Context: an optimization exercise on an open-source flow, tuned for small area and few clock cycles. The choices shown serve that exercise and are no tape-out recipe.
Function was checked by simulation only, so behaviour that the tests miss may differ from the original.
Power and IR drop assume default switching activity.

$ cat flow/design.v
`timescale 1ns / 1ps
`timescale 1ns / 1ps
 `timescale 1ns / 1ps
module ExploreMIPS(
    input   wire            clk,
    input   wire            rst,
    output  wire            W_instr_ram_ena,
    output  wire [3:0]      W_instr_ram_wea,
    output  wire [31:0]     W_instr_ram_w_data,
    output  wire [31:0]     W_instr_ram_addr,
    input   wire [31:0]     W_instr_ram_r_data,
    output  wire            W_data_ram_ena,
    output  wire [3:0]      W_data_ram_wea,
    output  wire [31:0]     W_data_ram_w_data,
    output  wire [31:0]     W_data_ram_addr,
    input   wire [31:0]     W_data_ram_r_data,
    output  wire [31:0]     W_debug_wb_pc,
    output  wire [ 3:0]     W_debug_wb_rf_wen,
    output  wire [ 4:0]     W_debug_wb_rf_wnum,
    output  wire [31:0]     W_debug_wb_rf_wdata
    );
    assign W_instr_ram_ena    = ~rst;
    assign W_instr_ram_wea    = 4'h0;
    assign W_instr_ram_w_data = 32'h0000_0000;
    assign W_data_ram_ena     = 1'b1;
    wire [31:0] ins = W_instr_ram_r_data;
    wire [5:0]  op  = ins[31:26];
    wire [4:0]  rs  = ins[25:21];
    wire [4:0]  rt  = ins[20:16];
    wire [4:0]  rd  = ins[15:11];
    wire [5:0]  fn  = ins[5:0];
    wire is_r    = (op == 6'b000_000);
    wire is_addi = (op == 6'b001_000);
    wire is_lw   = (op == 6'b100_011);
    wire is_sw   = (op == 6'b101_011);
    wire is_beq  = (op == 6'b000_100);
    wire is_j    = (op == 6'b000_010);
    wire r_ok    = is_r & fn[5];                 
    wire w_ena   = r_ok | is_addi | is_lw;
    wire [4:0] w_num = is_r ? rd : rt;
    reg  [31:0] rf [1:31];
    wire [991:0] rf_flat;
    wire [31:1]  rs_sel, rt_sel;
    genvar r;
    generate
        for (r = 1; r < 32; r = r + 1) begin : sel_
            assign rf_flat[(r-1)*32 +: 32] = rf[r];
            assign rs_sel[r] = (rs == r);
            assign rt_sel[r] = (rt == r);
        end
    endgenerate
    wire [31:0] a, b;
    RfReadPort read_a(.sel(rs_sel), .d(rf_flat), .q(a));
    RfReadPort read_b(.sel(rt_sel), .d(rf_flat), .q(b));
    wire [31:0] imm = {{16{ins[15]}}, ins[15:0]};
    wire        sub = (is_r & fn[1]) | is_beq;   
    wire [31:0] opb = (is_r | is_beq) ? (sub ? ~b : b) : imm;
    wire [32:0] sum = {1'b0, a} + {1'b0, opb} + {32'd0, sub};
    wire        ltu = ~sum[32];                  
    reg  [31:0] alu;
    always @(*) begin
        if (is_r & fn[2])      alu = fn[0] ? (a | b) : (a & b);
        else if (is_r & fn[3]) alu = {31'd0, ltu};
        else                   alu = sum[31:0];
    end
    wire [31:0] w_data = is_lw ? W_data_ram_r_data : alu;
    always @(posedge clk) begin
        if (w_ena && w_num != 5'd0) rf[w_num] <= w_data;
    end
    reg  [29:0] pc;                              
    wire [29:0] pc4;
    AdInc30 u_inc(.x(pc), .s(pc4));
    wire [29:0] btgt;                          
    wire        btgt_co;
    AdBk30 u_btgt(.x(pc), .y(imm[29:0]), .ci(1'b1), .s(btgt), .co(btgt_co));
    wire        taken = is_beq & (&(a ^ opb));   
    wire [29:0] npc   = is_j ? {4'b0000, ins[25:0]} : (taken ? btgt : pc4);
    always @(posedge clk or posedge rst) begin
        if (rst) pc <= {30{1'b1}};
        else     pc <= npc;
    end
    assign W_instr_ram_addr = {npc, 2'b00};
    assign W_data_ram_wea    = {4{is_sw}};
    assign W_data_ram_addr   = sum[31:0];
    assign W_data_ram_w_data = b;
    assign W_debug_wb_pc       = {pc4, 2'b00};
    assign W_debug_wb_rf_wen   = {4{w_ena}};
    assign W_debug_wb_rf_wnum  = w_num;
    assign W_debug_wb_rf_wdata = w_data;
endmodule
`timescale 1ns / 1ps
module RfAoi222(
    input  wire a1, a2, b1, b2, c1, c2,
    output wire y
    );
    assign y = ~((a1 & a2) | (b1 & b2) | (c1 & c2));
endmodule
module RfReadPort(
    input  wire [31:1]  sel,         
    input  wire [991:0] d,           
    output wire [31:0]  q
    );
    genvar j, g;
    generate
        for (j = 0; j < 32; j = j + 1) begin : bit_
            wire [10:0] n;           
            for (g = 0; g < 10; g = g + 1) begin : grp
                RfAoi222 aoi(
                    .a1(sel[3*g+1]), .a2(d[(3*g+0)*32 + j]),
                    .b1(sel[3*g+2]), .b2(d[(3*g+1)*32 + j]),
                    .c1(sel[3*g+3]), .c2(d[(3*g+2)*32 + j]),
                    .y(n[g])
                );
            end
            assign n[10] = ~(sel[31] & d[30*32 + j]);
            assign q[j] = ~(&n);
        end
    endgenerate
endmodule
`timescale 1ns / 1ps
module AdHa(input wire a, input wire b, output wire s, output wire c);
    assign s = a ^ b;
    assign c = a & b;
endmodule
module AdGp(input wire gh, input wire ph, input wire gl, input wire pl,
    output wire g, output wire p);
    assign g = gh | (ph & gl);
    assign p = ph & pl;
endmodule
module AdG(input wire gh, input wire ph, input wire gl, output wire g);
    assign g = gh | (ph & gl);
endmodule
module AdBk30(input wire [29:0] x, input wire [29:0] y, input wire ci,
    output wire [29:0] s, output wire co);
    wire [29:0] p0, g0;
    genvar i;
    generate for (i = 0; i < 30; i = i + 1) begin : pg
        AdHa ha(.a(x[i]), .b(y[i]), .s(p0[i]), .c(g0[i]));
    end endgenerate
    wire g_c0; AdG opc(.gh(g0[0]), .ph(p0[0]), .gl(ci), .g(g_c0));
    wire g_2; AdG op2(.gh(g0[1]), .ph(p0[1]), .gl(g_c0), .g(g_2));
    wire g_3, p_3; AdGp op3(.gh(g0[3]), .ph(p0[3]), .gl(g0[2]), .pl(p0[2]), .g(g_3), .p(p_3));
    wire g_4, p_4; AdGp op4(.gh(g0[5]), .ph(p0[5]), .gl(g0[4]), .pl(p0[4]), .g(g_4), .p(p_4));
    wire g_5, p_5; AdGp op5(.gh(g0[7]), .ph(p0[7]), .gl(g0[6]), .pl(p0[6]), .g(g_5), .p(p_5));
    wire g_6, p_6; AdGp op6(.gh(g0[9]), .ph(p0[9]), .gl(g0[8]), .pl(p0[8]), .g(g_6), .p(p_6));
    wire g_7, p_7; AdGp op7(.gh(g0[11]), .ph(p0[11]), .gl(g0[10]), .pl(p0[10]), .g(g_7), .p(p_7));
    wire g_8, p_8; AdGp op8(.gh(g0[13]), .ph(p0[13]), .gl(g0[12]), .pl(p0[12]), .g(g_8), .p(p_8));
    wire g_9, p_9; AdGp op9(.gh(g0[15]), .ph(p0[15]), .gl(g0[14]), .pl(p0[14]), .g(g_9), .p(p_9));
    wire g_10, p_10; AdGp op10(.gh(g0[17]), .ph(p0[17]), .gl(g0[16]), .pl(p0[16]), .g(g_10), .p(p_10));
    wire g_11, p_11; AdGp op11(.gh(g0[19]), .ph(p0[19]), .gl(g0[18]), .pl(p0[18]), .g(g_11), .p(p_11));
    wire g_12, p_12; AdGp op12(.gh(g0[21]), .ph(p0[21]), .gl(g0[20]), .pl(p0[20]), .g(g_12), .p(p_12));
    wire g_13, p_13; AdGp op13(.gh(g0[23]), .ph(p0[23]), .gl(g0[22]), .pl(p0[22]), .g(g_13), .p(p_13));
    wire g_14, p_14; AdGp op14(.gh(g0[25]), .ph(p0[25]), .gl(g0[24]), .pl(p0[24]), .g(g_14), .p(p_14));
    wire g_15, p_15; AdGp op15(.gh(g0[27]), .ph(p0[27]), .gl(g0[26]), .pl(p0[26]), .g(g_15), .p(p_15));
    wire g_16, p_16; AdGp op16(.gh(g0[29]), .ph(p0[29]), .gl(g0[28]), .pl(p0[28]), .g(g_16), .p(p_16));
    wire g_17; AdG op17(.gh(g_3), .ph(p_3), .gl(g_2), .g(g_17));
    wire g_18, p_18; AdGp op18(.gh(g_5), .ph(p_5), .gl(g_4), .pl(p_4), .g(g_18), .p(p_18));
    wire g_19, p_19; AdGp op19(.gh(g_7), .ph(p_7), .gl(g_6), .pl(p_6), .g(g_19), .p(p_19));
    wire g_20, p_20; AdGp op20(.gh(g_9), .ph(p_9), .gl(g_8), .pl(p_8), .g(g_20), .p(p_20));
    wire g_21, p_21; AdGp op21(.gh(g_11), .ph(p_11), .gl(g_10), .pl(p_10), .g(g_21), .p(p_21));
    wire g_22, p_22; AdGp op22(.gh(g_13), .ph(p_13), .gl(g_12), .pl(p_12), .g(g_22), .p(p_22));
    wire g_23, p_23; AdGp op23(.gh(g_15), .ph(p_15), .gl(g_14), .pl(p_14), .g(g_23), .p(p_23));
    wire g_24; AdG op24(.gh(g_18), .ph(p_18), .gl(g_17), .g(g_24));
    wire g_25, p_25; AdGp op25(.gh(g_20), .ph(p_20), .gl(g_19), .pl(p_19), .g(g_25), .p(p_25));
    wire g_26, p_26; AdGp op26(.gh(g_22), .ph(p_22), .gl(g_21), .pl(p_21), .g(g_26), .p(p_26));
    wire g_27; AdG op27(.gh(g_25), .ph(p_25), .gl(g_24), .g(g_27));
    wire g_28; AdG op28(.gh(g_26), .ph(p_26), .gl(g_27), .g(g_28));
    wire g_29; AdG op29(.gh(g_19), .ph(p_19), .gl(g_24), .g(g_29));
    wire g_30; AdG op30(.gh(g_21), .ph(p_21), .gl(g_27), .g(g_30));
    wire g_31; AdG op31(.gh(g_23), .ph(p_23), .gl(g_28), .g(g_31));
    wire g_32; AdG op32(.gh(g_4), .ph(p_4), .gl(g_17), .g(g_32));
    wire g_33; AdG op33(.gh(g_6), .ph(p_6), .gl(g_24), .g(g_33));
    wire g_34; AdG op34(.gh(g_8), .ph(p_8), .gl(g_29), .g(g_34));
    wire g_35; AdG op35(.gh(g_10), .ph(p_10), .gl(g_27), .g(g_35));
    wire g_36; AdG op36(.gh(g_12), .ph(p_12), .gl(g_30), .g(g_36));
    wire g_37; AdG op37(.gh(g_14), .ph(p_14), .gl(g_28), .g(g_37));
    wire g_38; AdG op38(.gh(g_16), .ph(p_16), .gl(g_31), .g(g_38));
    wire g_39; AdG op39(.gh(g0[2]), .ph(p0[2]), .gl(g_2), .g(g_39));
    wire g_40; AdG op40(.gh(g0[4]), .ph(p0[4]), .gl(g_17), .g(g_40));
    wire g_41; AdG op41(.gh(g0[6]), .ph(p0[6]), .gl(g_32), .g(g_41));
    wire g_42; AdG op42(.gh(g0[8]), .ph(p0[8]), .gl(g_24), .g(g_42));
    wire g_43; AdG op43(.gh(g0[10]), .ph(p0[10]), .gl(g_33), .g(g_43));
    wire g_44; AdG op44(.gh(g0[12]), .ph(p0[12]), .gl(g_29), .g(g_44));
    wire g_45; AdG op45(.gh(g0[14]), .ph(p0[14]), .gl(g_34), .g(g_45));
    wire g_46; AdG op46(.gh(g0[16]), .ph(p0[16]), .gl(g_27), .g(g_46));
    wire g_47; AdG op47(.gh(g0[18]), .ph(p0[18]), .gl(g_35), .g(g_47));
    wire g_48; AdG op48(.gh(g0[20]), .ph(p0[20]), .gl(g_30), .g(g_48));
    wire g_49; AdG op49(.gh(g0[22]), .ph(p0[22]), .gl(g_36), .g(g_49));
    wire g_50; AdG op50(.gh(g0[24]), .ph(p0[24]), .gl(g_28), .g(g_50));
    wire g_51; AdG op51(.gh(g0[26]), .ph(p0[26]), .gl(g_37), .g(g_51));
    wire g_52; AdG op52(.gh(g0[28]), .ph(p0[28]), .gl(g_31), .g(g_52));
    wire [29:0] c = {g_52, g_31, g_51, g_37, g_50, g_28, g_49, g_36, g_48, g_30, g_47, g_35, g_46, g_27, g_45, g_34, g_44, g_29, g_43, g_33, g_42, g_24, g_41, g_32, g_40, g_17, g_39, g_2, g_c0, ci};
    assign s = p0 ^ c;
    assign co = g_38;
endmodule
module AdBk32(input wire [31:0] x, input wire [31:0] y, input wire ci,
    output wire [31:0] s, output wire co);
    wire [31:0] p0, g0;
    genvar i;
    generate for (i = 0; i < 32; i = i + 1) begin : pg
        AdHa ha(.a(x[i]), .b(y[i]), .s(p0[i]), .c(g0[i]));
    end endgenerate
    wire g_c0; AdG opc(.gh(g0[0]), .ph(p0[0]), .gl(ci), .g(g_c0));
    wire g_2; AdG op2(.gh(g0[1]), .ph(p0[1]), .gl(g_c0), .g(g_2));
    wire g_3, p_3; AdGp op3(.gh(g0[3]), .ph(p0[3]), .gl(g0[2]), .pl(p0[2]), .g(g_3), .p(p_3));
    wire g_4, p_4; AdGp op4(.gh(g0[5]), .ph(p0[5]), .gl(g0[4]), .pl(p0[4]), .g(g_4), .p(p_4));
    wire g_5, p_5; AdGp op5(.gh(g0[7]), .ph(p0[7]), .gl(g0[6]), .pl(p0[6]), .g(g_5), .p(p_5));
    wire g_6, p_6; AdGp op6(.gh(g0[9]), .ph(p0[9]), .gl(g0[8]), .pl(p0[8]), .g(g_6), .p(p_6));
    wire g_7, p_7; AdGp op7(.gh(g0[11]), .ph(p0[11]), .gl(g0[10]), .pl(p0[10]), .g(g_7), .p(p_7));
    wire g_8, p_8; AdGp op8(.gh(g0[13]), .ph(p0[13]), .gl(g0[12]), .pl(p0[12]), .g(g_8), .p(p_8));
    wire g_9, p_9; AdGp op9(.gh(g0[15]), .ph(p0[15]), .gl(g0[14]), .pl(p0[14]), .g(g_9), .p(p_9));
    wire g_10, p_10; AdGp op10(.gh(g0[17]), .ph(p0[17]), .gl(g0[16]), .pl(p0[16]), .g(g_10), .p(p_10));
    wire g_11, p_11; AdGp op11(.gh(g0[19]), .ph(p0[19]), .gl(g0[18]), .pl(p0[18]), .g(g_11), .p(p_11));
    wire g_12, p_12; AdGp op12(.gh(g0[21]), .ph(p0[21]), .gl(g0[20]), .pl(p0[20]), .g(g_12), .p(p_12));
    wire g_13, p_13; AdGp op13(.gh(g0[23]), .ph(p0[23]), .gl(g0[22]), .pl(p0[22]), .g(g_13), .p(p_13));
    wire g_14, p_14; AdGp op14(.gh(g0[25]), .ph(p0[25]), .gl(g0[24]), .pl(p0[24]), .g(g_14), .p(p_14));
    wire g_15, p_15; AdGp op15(.gh(g0[27]), .ph(p0[27]), .gl(g0[26]), .pl(p0[26]), .g(g_15), .p(p_15));
    wire g_16, p_16; AdGp op16(.gh(g0[29]), .ph(p0[29]), .gl(g0[28]), .pl(p0[28]), .g(g_16), .p(p_16));
    wire g_17, p_17; AdGp op17(.gh(g0[31]), .ph(p0[31]), .gl(g0[30]), .pl(p0[30]), .g(g_17), .p(p_17));
    wire g_18; AdG op18(.gh(g_3), .ph(p_3), .gl(g_2), .g(g_18));
    wire g_19, p_19; AdGp op19(.gh(g_5), .ph(p_5), .gl(g_4), .pl(p_4), .g(g_19), .p(p_19));
    wire g_20, p_20; AdGp op20(.gh(g_7), .ph(p_7), .gl(g_6), .pl(p_6), .g(g_20), .p(p_20));
    wire g_21, p_21; AdGp op21(.gh(g_9), .ph(p_9), .gl(g_8), .pl(p_8), .g(g_21), .p(p_21));
    wire g_22, p_22; AdGp op22(.gh(g_11), .ph(p_11), .gl(g_10), .pl(p_10), .g(g_22), .p(p_22));
    wire g_23, p_23; AdGp op23(.gh(g_13), .ph(p_13), .gl(g_12), .pl(p_12), .g(g_23), .p(p_23));
    wire g_24, p_24; AdGp op24(.gh(g_15), .ph(p_15), .gl(g_14), .pl(p_14), .g(g_24), .p(p_24));
    wire g_25, p_25; AdGp op25(.gh(g_17), .ph(p_17), .gl(g_16), .pl(p_16), .g(g_25), .p(p_25));
    wire g_26; AdG op26(.gh(g_19), .ph(p_19), .gl(g_18), .g(g_26));
    wire g_27, p_27; AdGp op27(.gh(g_21), .ph(p_21), .gl(g_20), .pl(p_20), .g(g_27), .p(p_27));
    wire g_28, p_28; AdGp op28(.gh(g_23), .ph(p_23), .gl(g_22), .pl(p_22), .g(g_28), .p(p_28));
    wire g_29, p_29; AdGp op29(.gh(g_25), .ph(p_25), .gl(g_24), .pl(p_24), .g(g_29), .p(p_29));
    wire g_30; AdG op30(.gh(g_27), .ph(p_27), .gl(g_26), .g(g_30));
    wire g_31, p_31; AdGp op31(.gh(g_29), .ph(p_29), .gl(g_28), .pl(p_28), .g(g_31), .p(p_31));
    wire g_32; AdG op32(.gh(g_31), .ph(p_31), .gl(g_30), .g(g_32));
    wire g_33; AdG op33(.gh(g_28), .ph(p_28), .gl(g_30), .g(g_33));
    wire g_34; AdG op34(.gh(g_20), .ph(p_20), .gl(g_26), .g(g_34));
    wire g_35; AdG op35(.gh(g_22), .ph(p_22), .gl(g_30), .g(g_35));
    wire g_36; AdG op36(.gh(g_24), .ph(p_24), .gl(g_33), .g(g_36));
    wire g_37; AdG op37(.gh(g_4), .ph(p_4), .gl(g_18), .g(g_37));
    wire g_38; AdG op38(.gh(g_6), .ph(p_6), .gl(g_26), .g(g_38));
    wire g_39; AdG op39(.gh(g_8), .ph(p_8), .gl(g_34), .g(g_39));
    wire g_40; AdG op40(.gh(g_10), .ph(p_10), .gl(g_30), .g(g_40));
    wire g_41; AdG op41(.gh(g_12), .ph(p_12), .gl(g_35), .g(g_41));
    wire g_42; AdG op42(.gh(g_14), .ph(p_14), .gl(g_33), .g(g_42));
    wire g_43; AdG op43(.gh(g_16), .ph(p_16), .gl(g_36), .g(g_43));
    wire g_44; AdG op44(.gh(g0[2]), .ph(p0[2]), .gl(g_2), .g(g_44));
    wire g_45; AdG op45(.gh(g0[4]), .ph(p0[4]), .gl(g_18), .g(g_45));
    wire g_46; AdG op46(.gh(g0[6]), .ph(p0[6]), .gl(g_37), .g(g_46));
    wire g_47; AdG op47(.gh(g0[8]), .ph(p0[8]), .gl(g_26), .g(g_47));
    wire g_48; AdG op48(.gh(g0[10]), .ph(p0[10]), .gl(g_38), .g(g_48));
    wire g_49; AdG op49(.gh(g0[12]), .ph(p0[12]), .gl(g_34), .g(g_49));
    wire g_50; AdG op50(.gh(g0[14]), .ph(p0[14]), .gl(g_39), .g(g_50));
    wire g_51; AdG op51(.gh(g0[16]), .ph(p0[16]), .gl(g_30), .g(g_51));
    wire g_52; AdG op52(.gh(g0[18]), .ph(p0[18]), .gl(g_40), .g(g_52));
    wire g_53; AdG op53(.gh(g0[20]), .ph(p0[20]), .gl(g_35), .g(g_53));
    wire g_54; AdG op54(.gh(g0[22]), .ph(p0[22]), .gl(g_41), .g(g_54));
    wire g_55; AdG op55(.gh(g0[24]), .ph(p0[24]), .gl(g_33), .g(g_55));
    wire g_56; AdG op56(.gh(g0[26]), .ph(p0[26]), .gl(g_42), .g(g_56));
    wire g_57; AdG op57(.gh(g0[28]), .ph(p0[28]), .gl(g_36), .g(g_57));
    wire g_58; AdG op58(.gh(g0[30]), .ph(p0[30]), .gl(g_43), .g(g_58));
    wire [31:0] c = {g_58, g_43, g_57, g_36, g_56, g_42, g_55, g_33, g_54, g_41, g_53, g_35, g_52, g_40, g_51, g_30, g_50, g_39, g_49, g_34, g_48, g_38, g_47, g_26, g_46, g_37, g_45, g_18, g_44, g_2, g_c0, ci};
    assign s = p0 ^ c;
    assign co = g_32;
endmodule
module AdInc30(input wire [29:0] x, output wire [29:0] s);
    wire [30:0] c;
    assign c[0] = 1'b1;
    genvar i;
    generate for (i = 0; i < 30; i = i + 1) begin : h
        AdHa ha(.a(x[i]), .b(c[i]), .s(s[i]), .c(c[i+1]));
    end endgenerate
endmodule
$ cat flow/flow/run.sh
#!/bin/bash
set -euo pipefail
export BUFFER_PORTS_ARGS="-buffer_cell sky130_fd_sc_hd__buf_1"
export CTS_ARGS="-sink_clustering_enable -repair_clock_nets -dont_use_dummy_load -sink_clustering_size 20 -sink_clustering_max_diameter 70"
bash standard.sh > standard.log 2>&1
$ cat flow/standard.sh
#!/bin/bash
# synth_recipe.tcl (not shown) runs the flow's synth.tcl, then flattens the netlist and writes it again
# the make line also repeats each setting of config.mk as NAME=value (left out here)
make -C /OpenROAD-flow-scripts/flow DESIGN_CONFIG=/design/flow/config.mk WORK_HOME=/design/flow/orfs CLKGATE_MAP_FILE= SYNTH_SCRIPT=/design/flow/synth_recipe.tcl "${@:-finish}"
$ cat flow/config.mk
export PLATFORM = sky130hd
export DESIGN_NAME = ExploreMIPS
export DESIGN_NICKNAME = ExploreMIPS
export VERILOG_FILES = /design/flow/design.v
export SDC_FILE = /design/flow/constraint.sdc
export NUM_CORES = 4
export LEC_CHECK = 0
export CAP_MARGIN = 20
export CORE_MARGIN = 2
export CORE_UTILIZATION = 40
export PLACE_DENSITY = 0.6
export SLEW_MARGIN = 20
export SYNTH_HIERARCHICAL = 1
$ cat flow/constraint.sdc
create_clock -name core_clock -period 11.0 [get_ports {clk}]
set_input_delay 2.2000 -clock core_clock [delete_from_list [all_inputs] [get_ports {clk}]]
set_output_delay 2.2000 -clock core_clock [all_outputs]
set_load 0.01 [all_outputs]
==> results.txt, run 1 <==
DR vias=36400; CTS tree=done; Cell Rows=123; Crit Path Class=input port to output port; Buffers on Ports=235; WL final=188000 um; Fill cells=9937; wl on met1=66400 um; final number of setup-violating endpoints=0; grt ovf=0; mapped cell area=45600 um2; Die Wd=341 um; Critical Path Sink Type=output port; drt drc=0; Post-CTS Repair Setup Buffers=0; vias in the first global route=34200; Worst EP arrival=8230 ps; die height=341 um; final instance area=51500 um2; core box area=113000 um2; Crit Path Max Fanout=32; area of the multi-input gates=15200 um2; Starting Density=40.4%; first-pass GRT wire length=256000 um; Post-CTS Hold Fix Bufs=0; number of cells on the worst hold path=3; top layer used by detailed routing=met5; Via-to-Cell Ratio=7.50; initial antenna violation count=7; Max Cap Viol=0; area delta synth->final=13.0%; Tcrit/Tclk final=94.8%; outcome=complete, no violations; full die area=117000 um2; PwrDens=180 nW/um2; largest net degree at the start of global routing=53; required time worst endpoint=8800 ps; reg2reg path depth=32; metal3 WL=34300 um; TritonCTS buffer count=67; Placer Congestion=0.972; routed length on met2=76100 um; clock-pin slew of the registers on the worst-case setup and hold paths=40 ps; slew margin rel.=15.0%; Iter 0 DRT Violations=9471; clock latency on the worst-skew pair=670 ps; VDD IR max=0.190 mV; Clock Skew=91.6 ps; min-delay worst type=register to register; Ports=277; Leakage=16.9 nW; Max Slew Vio Count=0; Antenna Diode Count=0; unrepaired setup endpoints after global routing=false; PostCTS Resize Cnt=0; Final Hold Fails=0; TritonRoute pass-1 iters=14; Seq. cell area=30600 um2; Syn Area/Cell=15.4 um2; Max Fclk=95.9 MHz; Sink Count=1022; synth warn=7; placed instance area=49800 um2; gr usage total=31.0%; launching element type of the critical path=input port; fin crit period=10430 ps; Clock Path Buffers=3; measured slew at the worst slew-check pin=1270 ps; layout cells sized above 1=12.1%; nets@finish=3520; root buffer cell=clkbuf_16; slowest cell on the critical path=nor2_4; worst path cell trace=buf_1, nand2_1, nor2_4, buf_4, a222oi_1, nand4_1, a2111o_1, nand2_1, xor2_1, ha_1, nor2b_1, o21bai_2, a211oi_2, o41ai_4, nor3_1, or3_1, xor2_1, a221o_1, buf_4, buf_1; delay of the slowest critical-path stage=860 ps; sum of negative setup slack=0 ps; antenna violation net count after detailed routing=0; Final HPWL DP=117000 um; post-DR wirelength/cell=38.8 um; Synth Instances=2965; # H-tree levels=3
## metal layers
| layer | global-route usage [%] | vias to the layer above |
|---|---|---|
| met2 | 43.5 | 3713 |
| met3 | 12.4 | 632 |
| met4 | 16.4 | 6 |
| met5 | 0.123 | - |
| met1 | 41.2 | 17900 |
| li1 | - | 14200 |
## sequential cells by signal, indices dropped and copies added (netlist names)
register and flops:
rf 992, pc 30
## final timing paths
| check | from | to | slack (ps) |
|---|---|---|---|
| worst max-delay path | W_instr_ram_r_data[19] | W_debug_wb_rf_wdata[19] | 570 |
| min in group asynchronous | rst | pc[22]$_DFF_PP1_ | 1950 |
| worst max register to register | pc[0]$_DFF_PP1_ | pc[29]$_DFF_PP1_ | 4630 |
| worst min-delay path | pc[27]$_DFF_PP1_ | pc[27]$_DFF_PP1_ | 800 |
| worst min register to register | pc[27]$_DFF_PP1_ | pc[27]$_DFF_PP1_ | 800 |
| max in group asynchronous | rst | pc[1]$_DFF_PP1_ | 9000 |
## layout by cell type, fill, tap and decap left out, drive strengths merged, types with 20 or more instances in the layout
cell / instances
a21oi: 49
nor3: 24
o21ai: 65
edfxtp: 992
conb: 44
buf: 404
nor2: 164
a31oi: 30
ha: 92
a21o: 69
a2111o: 64
and2: 25
a222oi: 640
clkbuf: 68
dfstp: 30
a221oi: 20
xnor2: 20
xor2: 72
nand4: 137
nand2: 208
## critical path: cells and delay by family
family,cells,cell delay [ps]
AOI/OAI and AO/OA,6,1440
adders and majority gates,1,290
xor gates and xnor gates,2,650
buffers and inverters,4,1280
and+or+nand+nor,7,2340
## power by group
part           switching [mW]  internal [mW]
Clock                    1.26           1.08
Sequential             0.0295           4.82
Combinational            1.51          0.565
## cell type report
type	instances	share of cell area [%]
tap	1500	3.65
timing repair buffer	405	4.19
sequential	1022	59.4
clock buffer	67	3.26
multi-input combinational	1853	29.4
inverter	11	0.0802
## through the flow
| stage | total power, mW | util [%] | cells | hold WS (ps) | worst slack (ps) |
|---|---|---|---|---|---|
| floorplan | 6.06 | - | 3006 | 862 | 278 |
| global route | 9.54 | 45.6 | 4858 | 841 | 364 |
| detailed placement | 6.96 | 44.2 | 4791 | 796 | 817 |
| CTS | 9.23 | 45.6 | 4858 | 801 | 794 |
| finish | 9.26 | 45.6 | 4858 | 802 | 574 |
| global placement | 6.93 | 44.2 | 4791 | 795 | 894 |
Testbench counts, summed over its fixed seeds: cycles 7,592.
==> run 2, diff against run 1 <==
==> flow/flow/run.sh (replaced) <==
#!/bin/bash
set -euo pipefail
export BUFFER_PORTS_ARGS="-buffer_cell sky130_fd_sc_hd__buf_1"
export CTS_ARGS="-sink_clustering_enable -repair_clock_nets -dont_use_dummy_load -sink_clustering_size 14 -sink_clustering_max_diameter 60 -sink_clustering_buffer sky130_fd_sc_hd__clkbuf_8"
bash standard.sh > standard.log 2>&1
==> run 2 against run 1 <==
Effect of this change:
- largest power group unchanged
- still clean
- sequential power about the same
- clock power shrank 11%
- cell count increased by 0.62%
- hold slack worse by 5.3 ps
- sequential share of layout area rose by 0.33 points
- count of clock-buffer cells in the layout is 26 higher
- non-clock buffer count stayed put
- synthesized cell count stayed put
- cell area fell by 0.55%
- global-route usage grew 0.18 points
==> results.txt, run 2 <==
Synth Instances=2965 (unchanged); Top delay family on crit path=simple AND/OR/NAND/NOR gates; reg2reg path depth=32 (unchanged); Cell Rows=123 (unchanged); Post-CTS Hold Fix Bufs=0 (unchanged); worst path bufs/invs=4 (unchanged); Critical Path Sink Type=output port; Placer Congestion=0.972 (unchanged); part of the power in combinational logic=23.1% (+0.7 points); Via-to-Cell Ratio=7.49 (-0.21%); synth warn=7 (unchanged); Final Hold Fails=0 (unchanged); slew margin rel.=20.5% (+5.6 points); fin crit period=10400 ps (-27.8 ps); Die Wd=341 um (unchanged); mapped cell area=45600 um2 (unchanged); vias in the first global route=34300 (+0.33%); Clock Path Buffers=3 (unchanged); CP startpoint=W_instr_ram_r_data[19]; gr usage total=31.2% (+0.18 points); worst path cell trace=buf_1, nand2_1, nor2_4, buf_4, a222oi_1, nand4_1, a2111o_1, nand2_1, xor2_1, ha_1, nor2b_1, o21bai_2, a211oi_2, o41ai_4, nor3_1, or3_1, xor2_1, a221o_1, buf_4, buf_1; Cell Int Power=6.21 mW (-3.9%); area delta synth->final=12.4%; Reg2Reg Launch Point=pc[0]$_DFF_PP1_; sum of negative setup slack=0 ps (unchanged); Max Cap Viol=0 (unchanged); clock latency on the worst-skew pair=690 ps (+20 ps); outcome=complete, no violations; TritonCTS buffer count=93 (+39%); Ports=277 (unchanged); PostCTS Resize Cnt=0 (unchanged); largest net degree at the start of global routing=53 (unchanged); CTS tree=done; Tcrit/Tclk final=94.5% (-0.25 points); Buffers on Ports=235 (unchanged); measured slew at the worst slew-check pin=1190 ps (-83.0 ps); clock power share=23.2% (-2.1 points); Net Sw Frac=31.1% (+0.84 points); first-pass GRT wire length=258000 um (+0.52%); clock-pin slew of the registers on the worst-case setup and hold paths=50 ps (about the same); VDD IR max=0.184 mV (-2.9%); unrepaired setup endpoints after global routing=false; launching element type of the critical path=input port; end point of the critical path=W_debug_wb_rf_wdata[19]; Syn Area/Cell=15.4 um2 (unchanged); initial antenna violation count=7 (unchanged); slowest cell on the critical path=nor2_4; delay of the slowest critical-path stage=870 ps (about the same); Leakage=16.7 nW (-0.66%); Crit Path Max Fanout=32 (unchanged); Sink Count=1022 (unchanged); min-delay worst type=register to register; Iter 0 DRT Violations=9620 (+1.6%); final number of setup-violating endpoints=0 (unchanged); register-to-register setup slack=4650 ps (+20 ps); Max Slew Vio Count=0 (unchanged); fin util=45.4% (-0.25 points); PwrDens=176 nW/um2 (-2.2%); commonest non-fill, non-tap cell in the layout=edfxtp_1; biggest regs=rf x992, pc x30; Starting Density=40.4% (unchanged); layout cells sized above 1=12.8% (+0.68 points); TritonRoute pass-1 iters=14 (unchanged); nets@finish=3546 (+0.74%); Psw=2.80 mW (about the same); Final HPWL DP=117000 um (unchanged); antenna violation net count after detailed routing=0 (unchanged); max FFs per register=992 (unchanged); core box area=113000 um2 (unchanged); sequential fraction of design power=53.8% (+1.5 points); largest reg by FF count=rf; post-DR wirelength/cell=38.7 um (-0.16%); drt drc=0 (unchanged); Fill cells=9983 (+0.46%); Max Fclk=96.2 MHz (+0.27%); required time worst endpoint=8800 ps (about the same); DR vias=36600 (+0.41%); Worst EP arrival=8200 ps (-30 ps); reg2reg end=pc[29]$_DFF_PP1_; grt ovf=0 (unchanged); full die area=117000 um2 (unchanged); WP depth=20 (unchanged); Clock Skew=98.1 ps (+6.49 ps); # H-tree levels=3 (unchanged); WL final=189000 um (+0.45%); Post-CTS Repair Setup Buffers=0 (unchanged); root buffer cell=clkbuf_16; die height=341 um (unchanged); Crit Path Class=input port to output port; commonest non-fill, non-tap cells in the layout=edfxtp_1, a222oi_1, buf_1
-- run 2: how the worst min path moves through the flow --
stage,endpoint,from,depth (start not counted)
finish,pc[26]$_DFF_PP1_,pc[26]$_DFF_PP1_,3
CTS,pc[27]$_DFF_PP1_,pc[27]$_DFF_PP1_,3
floorplan,pc[29]$_DFF_PP1_,pc[29]$_DFF_PP1_,4
global route,pc[27]$_DFF_PP1_,pc[27]$_DFF_PP1_,3
global placement,pc[26]$_DFF_PP1_,pc[26]$_DFF_PP1_,3
detailed placement,pc[26]$_DFF_PP1_,pc[26]$_DFF_PP1_,3
-- run 2: worst register-to-register path: cells and delay by family (launching register included) --
family	cells	cell delay, ps
and+or+nand+nor	1	50
adders and majority gates	30	5600
AOI/OAI and AO/OA	1	210
DFF	1	380
-- run 2: layout make-up --
class                   instances  area [um2]  share of cell area, %
repair buffers                405        2160                   4.22
multi-input cells            1853       15200                   29.6
diodes                          4        10.0                 0.0195
well taps                    1500        1880                   3.67
clock buffers                  93        1380                   2.70
flip-flops and latches       1022       30600                   59.7
inverters                      11        41.3                 0.0806
-- run 2: power by group through the flow --
stage	Combinational, mW	Clock (mW)	Sequential [mW]
5_1_grt	2.21	2.23	4.85
6_report	2.08	2.09	4.85
3_5_place_dp	2.03	0	4.93
2_1_floorplan	1.12	0	4.94
4_1_cts	2.03	2.10	4.84
3_3_place_gp	2.00	0	4.93
-- run 2: per-stage QoR --
stage	power (mW)	area, um2	hold WS [ps]	worst slack (ps)	instances
3_3_place_gp	6.93	49800	795	894	4791
6_report	9.01	51200	796	602	4888
3_5_place_dp	6.96	49800	796	817	4791
5_1_grt	9.29	51200	842	364	4885
2_1_floorplan	6.06	45700	862	278	3006
4_1_cts	8.97	51200	802	801	4884
-- run 2: metal layers --
metal / routed length (um) / GRT usage [%]
met5: 214 / 1.18
met4: 11900 / 16.3
met3: 35200 / 12.5
met2: 75900 / 43.5
met1: 66000 / 41.6
==> run 3, diff against run 2 <==
==> flow/flow/run.sh (replaced) <==
#!/bin/bash
set -euo pipefail
export BUFFER_PORTS_ARGS="-buffer_cell sky130_fd_sc_hd__buf_1"
export CTS_ARGS="-sink_clustering_enable -repair_clock_nets -dont_use_dummy_load -sink_clustering_size 14 -sink_clustering_max_diameter 60 -buf_list sky130_fd_sc_hd__clkbuf_8"
bash standard.sh > standard.log 2>&1
==> run 3 against run 2 <==
Effect of this change:
- power decreased by 1.0%
- synthesized cell count unchanged
- sequential power about the same
- first-iteration DRC count increased by 3.6%
- still clean
- largest cell class unchanged
==> results.txt, run 3 <==
Leakage=16.7 nW (-0.28%); fin crit period=10430 ps (+28.2 ps); PwrDens=175 nW/um2 (-0.84%); Setup WS pre-CTS=817 ps (unchanged); largest net degree at the start of global routing=53 (unchanged); Sink Count=1022 (unchanged); Seq. cell area=30600 um2 (unchanged); Crit Path Class=input port to output port; synth warn=7 (unchanged); register-to-register setup slack=4630 ps (-20 ps); Fill cells=10000 (+0.17%); final number of setup-violating endpoints=0 (unchanged); Cell Int Power=6.13 mW (-1.3%); post-DR wirelength/cell=38.7 um (about the same); Cell Rows=123 (unchanged); part of the power in combinational logic=23.3% (+0.2 points); PostCTS Resize Cnt=0 (unchanged); max FFs per register=992 (unchanged); fin worst setup slack=574 ps (-28.2 ps); Max Fclk=95.9 MHz (-0.27%); die height=341 um (unchanged); Net Sw Frac=31.2% (+0.18 points); area delta synth->final=12.2%; gr usage total=31.2% (-0.073 points); mapped cell area=45600 um2 (unchanged); delay of the slowest critical-path stage=870 ps (about the same); grt ovf=0 (unchanged); Die Wd=341 um (unchanged); Max Cap Viol=0 (unchanged); Placer Congestion=0.972 (unchanged); Clock Skew=139 ps (+40.7 ps); slew margin rel.=20.5% (+0.023 points); layout cells sized above 1=12.8% (unchanged); root buffer cell=clkbuf_8; required time worst endpoint=8800 ps (about the same); core box area=113000 um2 (unchanged); commonest non-fill, non-tap cells in the layout=edfxtp_1, a222oi_1, buf_1; Min Hold Slack=796 ps (+0.0400 ps); worst path cell trace=buf_1, nand2_1, nor2_4, buf_4, a222oi_1, nand4_1, a2111o_1, nand2_1, xor2_1, ha_1, nor2b_1, o21bai_2, a211oi_2, o41ai_4, nor3_1, or3_1, xor2_1, a221o_1, buf_4, buf_1; Starting Density=40.4% (unchanged); clock power share=22.4% (-0.8 points); unrepaired setup endpoints after global routing=false; slowest cell on the critical path=nor2_4; full die area=117000 um2 (unchanged); min-delay worst type=register to register; drt drc=0 (unchanged); area of the multi-input gates=15200 um2 (unchanged); initial antenna violation count=7 (unchanged); commonest non-fill, non-tap cell in the layout=edfxtp_1; sequential fraction of design power=54.3% (+0.5 points); Final HPWL DP=117000 um (unchanged); DR vias=36700 (+0.29%); TritonRoute pass-1 iters=13 (-1); Syn Area/Cell=15.4 um2 (unchanged); CTS tree=done; first-pass GRT wire length=257000 um (-0.22%); Post-CTS Hold Fix Bufs=0 (unchanged); Buffers on Ports=235 (unchanged); WL final=189000 um (about the same); largest reg by FF count=rf; Psw=2.79 mW (-0.46%); biggest regs=rf x992, pc x30; VDD IR max=0.185 mV (+0.48%); outcome=complete, no violations; Crit Path Max Fanout=32 (unchanged); total power=8.92 mW (-1.0%); Max Slew Vio Count=0 (unchanged); clock-pin slew of the registers on the worst-case setup and hold paths=50 ps (about the same); launching element type of the critical path=input port; vias in the first global route=34300 (-0.096%); Synth Instances=2965 (unchanged); fin util=45.3% (-0.090 points); clock latency on the worst-skew pair=820 ps (+130 ps); Ports=277 (unchanged); Via-to-Cell Ratio=7.51 (+0.29%); Iter 0 DRT Violations=9970 (+3.6%); worst path bufs/invs=4 (unchanged); measured slew at the worst slew-check pin=1190 ps (-0.336 ps); Post-CTS Repair Setup Buffers=0 (unchanged); Clock Path Buffers=3 (unchanged); Tcrit/Tclk final=94.8% (+0.26 points); nets@finish=3546 (unchanged); Critical Path Sink Type=output port; Worst EP arrival=8230 ps (+30 ps); # H-tree levels=3 (unchanged); TritonCTS buffer count=93 (unchanged); sum of negative setup slack=0 ps (unchanged); Top delay family on crit path=simple AND/OR/NAND/NOR gates; antenna violation net count after detailed routing=0 (unchanged); Final Hold Fails=0 (unchanged)
## run 3: power groups by stage
stage	logic (mW)	registers [mW]	clock network [mW]
6_report	2.08	4.85	1.99
5_1_grt	2.21	4.85	2.14
4_1_cts	2.03	4.84	2.01
3_5_place_dp	2.03	4.93	0
3_3_place_gp	2.00	4.93	0
2_1_floorplan	1.12	4.94	0
## run 3: cell type report
cell class              instances  area share [%]
diodes                          4          0.0196
clock buffers                  93            2.50
inverters                      11          0.0808
multi-input cells            1853            29.7
flip-flops and latches       1022            59.8
well taps                    1500            3.67
repair buffers                405            4.23
## run 3: worst min-delay path: cells and delay by family (launching register included)
family,cells,cell delay [ps]
AND/OR/NAND/NOR,1,50
flip-flops,1,370
AO/OA/AOI/OAI,1,70
adder cells (fa/ha/maj),1,290
## run 3: routing by layer
| metal | vias up | GRT usage (%) | wire length, um |
|---|---|---|---|
| met5 | - | 1.18 | 235 |
| met4 | 10 | 16.8 | 12100 |
| met3 | 700 | 12.3 | 34200 |
| met2 | 3747 | 43.2 | 75700 |
| met1 | 18000 | 41.6 | 66900 |
| li1 | 14300 | - | - |
## run 3: path summary, 6_finish.rpt
kind / cells past startpoint / start / to
worst min-delay path: 3 / pc[26]$_DFF_PP1_ / pc[26]$_DFF_PP1_
worst min register to register: 3 / pc[26]$_DFF_PP1_ / pc[26]$_DFF_PP1_
max in group asynchronous: 3 / rst / pc[20]$_DFF_PP1_
min in group asynchronous: 3 / rst / pc[3]$_DFF_PP1_
worst max-delay path: 20 / W_instr_ram_r_data[19] / W_debug_wb_rf_wdata[19]
worst max register to register: 32 / pc[0]$_DFF_PP1_ / pc[29]$_DFF_PP1_
## run 3: stage by stage
step           instances  instance area, um2
4_1_cts             4884               51100
6_report            4888               51100
3_3_place_gp        4791               49800
2_1_floorplan       3006               45700
3_5_place_dp        4791               49800
5_1_grt             4885               51100

## afterwards: timing with drivers on the ports
The results above use ideal ports. As a check the final layouts listed here were re-extracted and re-timed, cells and wires unchanged.
Step 1: set_driving_cell puts a clkbuf_16 on clk and a buf_2 on each other input, an assumption about the parent block.
Step 2, shift: input delay + t, output delay - t, t = (earliest + latest rising clock arrival at the registers) / 2. This alone moves slack from input paths to output paths.
Slacks: ideal / step 1 / step 2; pairs: ideal / step 1.
run	shift t [ns]	slack for setup (ns)	worst setup path after step 2
run 1	0.694	0.574 / 0.536 / 0.536	input to output
run 2	0.712	0.602 / 0.564 / 0.564	input to output
run 3	0.827	0.574 / 0.536 / 0.536	input to output
After both steps every run listed still meets setup and hold.
